Context: an optimization exercise on an open-source flow, tuned for small area, a short achievable clock period and few clock cycles. The choices shown serve that exercise and are no tape-out recipe. Function was checked by simulation only, so behaviour that the tests miss may differ from the original. No activity file was given, so power comes from the tool's default toggle rates.

orange:
==> flow/design.v (excerpt) <==
module PPCPU(Clock, reset, PC, inst, dmem_we, dmem_addr, dmem_wdata, dmem_rdata,
    rf_we, rf_wn, rf_wd
    );
Size in the first run: about 4,700 cells after synthesis, about 170 I/O pins, ~0.054 mm^2 of cells after synthesis.
export LEC_CHECK = 0
export ABC_CLOCK_PERIOD_IN_PS = 3000
export CAP_MARGIN = 20
export CELL_PAD_IN_SITES_DETAIL_PLACEMENT = 0
export CELL_PAD_IN_SITES_GLOBAL_PLACEMENT = 1
export CORE_MARGIN = 2
export CORE_UTILIZATION = 55
export CTS_CLUSTER_DIAMETER = 100
export CTS_CLUSTER_SIZE = 25
export SLEW_MARGIN = 20
export SYNTH_HIERARCHICAL = 1
create_clock -name core_clock -period 10.0 [get_ports {Clock}]
standard.sh (not shown) runs the stock make flow with config.mk's settings and CLKGATE_MAP_FILE= SYNTH_SCRIPT=/design/flow/synth_recipe.tcl, a recipe that flattens the netlist after the stock synthesis.
==> flow/flow/run.sh <==
#!/bin/bash
set -euo pipefail
bash standard.sh SETUP_SLACK_MARGIN=6.5 \
  "BUFFER_PORTS_ARGS=-buffer_cell sky130_fd_sc_hd__buf_2" \
  finish > standard_make.log 2>&1
Testbench counts of orange, summed over its fixed seeds: cycles 31,810.
Input changes introduced in blue (baseline for comparison: orange):
diff --git a/flow/design.v b/flow/design.v
--- a/flow/design.v
+++ b/flow/design.v
@@ -47,21 +47,22 @@
 	wire f_msb   = (f_op == 6'b001110) | (f_op == 6'b001111) | (f_op == 6'b010000);
 	wire f_urs = f_rtype | f_itype | f_msb;
 	wire f_urt = f_rtype | f_shift | f_msb;
 	wire d_load = d_v & (d_inst[31:26] == 6'b001101) & (d_inst[4:0] != 5'd0);
 	wire f_stall = d_load & ((f_urs & (inst[9:5] == d_inst[4:0])) |
 	                         (f_urt & (inst[4:0] == d_inst[4:0])));
-	wire ex_redirect;
+	wire ex_redirect, id_redirect;
 	always @(posedge Clock or negedge reset)
 		if (!reset) begin
 			pc <= 8'd0;
 			d_v <= 1'b0;
 		end else begin
 			if (ex_redirect) pc <= e_alt;
+			else if (id_redirect) pc <= d_alt;
 			else if (!f_stall) pc <= f_j ? inst[7:0] : (f_bt ? f_btgt : pc1);
-			d_v <= ~ex_redirect & ~f_stall & ~f_j;
+			d_v <= ~ex_redirect & ~id_redirect & ~f_stall & ~f_j;
 		end
 	wire id_w;
 	wire [4:0] id_dest;
 	wire f_alui = (f_op == 6'b000101) | (f_op == 6'b001001) | (f_op == 6'b001010) |
 	              (f_op == 6'b001100);
 	wire [31:0] wsel = 32'b1 << w_rd;
@@ -128,23 +129,28 @@
 	wire [31:0] opa, opb;
 	rf_read #(.HASX(0)) RA (.sel(d_sela), .init(d_inita), .rf_flat(rf_flat), .kw(d_kaw), .wd(w_wd),
 	            .k1(d_ka1), .r1(res), .k2(d_ka2), .r2(wd_next), .kx(1'b0), .rx(32'b0), .q(opa));
 	rf_read #(.HASX(1)) RB (.sel(d_selb), .init(d_initb), .rf_flat(rf_flat), .kw(d_kbw), .wd(w_wd),
 	            .k1(d_kb1), .r1(res), .k2(d_kb2), .r2(wd_next), .kx(d_kbx), .rx(immv), .q(opb));
 	wire d_ok = d_v & ~ex_redirect;
+	wire [31:0] pz, aob;
+	wire id_chk = d_ok & (i_beq | i_bne) & e_add &
+	              ((rt == 5'd0) & d_ka1 | (rs == 5'd0) & d_kb1);
+	wire ex_zero = &(pz ~^ {aob[30:0], 1'b0});
+	assign id_redirect = id_chk & ((i_beq ~^ ex_zero) ^ d_pt);
 	always @(posedge Clock or negedge reset)
 		if (!reset) begin
 			e_wreg <= 1'b0;
 			e_store <= 1'b0;
 			e_beq <= 1'b0;
 			e_bne <= 1'b0;
 		end else begin
 			e_wreg <= d_ok & wreg;
 			e_store <= d_ok & i_sw;
-			e_beq <= d_ok & i_beq;
-			e_bne <= d_ok & i_bne;
+			e_beq <= d_ok & i_beq & ~id_chk;
+			e_bne <= d_ok & i_bne & ~id_chk;
 		end
 	always @(posedge Clock) begin
 		e_load <= i_lw;
 		e_pt <= d_pt;
 		e_a <= opa;
 		e_b <= opb;
@@ -163,13 +169,15 @@
 	wire [31:0] B = e_b;
 	wire [31:0] g, p, c;
 	add_pg PG (.a(A), .b(B), .g(g), .p(p));
 	add_prefix PF (.g(g), .p(p), .c(c));
 	wire [31:0] sum = p ^ {c[30:0], 1'b0};
 	wire [31:0] sh = (e_sll ? rev32(B) : B) >> e_k5;
-	wire [31:0] other = ({32{e_and}} & g) | ({32{e_or}} & (A | B)) | ({32{e_xor}} & p) |
+	assign pz = p;
+	assign aob = A | B;
+	wire [31:0] other = ({32{e_and}} & g) | ({32{e_or}} & aob) | ({32{e_xor}} & p) |
 	                    ({32{e_srl}} & sh) | ({32{e_sll}} & rev32(sh)) | ({32{e_pass}} & B);
 	genvar gi;
 	generate
 		for (gi = 0; gi < 32; gi = gi + 1) begin : rmux
 			c_a21o r (.a1(e_add), .a2(sum[gi]), .b1(other[gi]), .x(res[gi]));
 		end
==> comparison <==
Result for blue and orange: all clean
Diff orange -> blue | clock period minus final worst setup slack | increase of 82 ps
Compare blue and orange | first-iteration DRC count higher: blue
Between blue and orange, it is blue whose transition time at the pin with the least slew margin is higher, by 65 ps.
orange → blue: footprint of the multi-input gates higher, overall power after layout up about 1.1%.
Against orange, overall routed net length in blue rose by a few percent.
Number of instances in the synthesized netlist, blue and orange, lower one = orange.
[compare] base=orange new=blue: fraction of met2 tracks used by global routing climbed 2.8 points, count of inserted tapcells climbed 0.85%, first-pass GRT wire length climbed about 4%.
Going from orange to blue, the critical path depth was found to have gone up by 7.
Testbench counts of blue, summed over its fixed seeds: cycles 30,912.

==> re-timing with driven ports <==
The results above use ideal ports. As a check the final layouts listed here were re-extracted and re-timed, cells and wires unchanged.
Step 1 assumes that a clkbuf_16 drives the clock port and a buf_2 every other input.
Step 2 moves the port delays by t, midway between the first and last clock arrival at a register: inputs arrive t later, outputs are due t later. That takes back most of the time a late clock gives input paths.
a / b / c = ideal / step 1 / step 2; a / b = the first two.
| run | t, ns | setup slack, ns | worst slew at a driven data input, ns |
|---|---|---|---|
| orange | 0.811 | 6.458 / 6.380 / 5.838 | 0.04 |
| blue | 0.812 | 6.376 / 6.376 / 5.847 | 0.06 |
After both steps every run listed still meets setup and hold. The setup slack of orange, which loses most, moves by -0.078 ns with the drivers and by -0.620 ns with both steps.
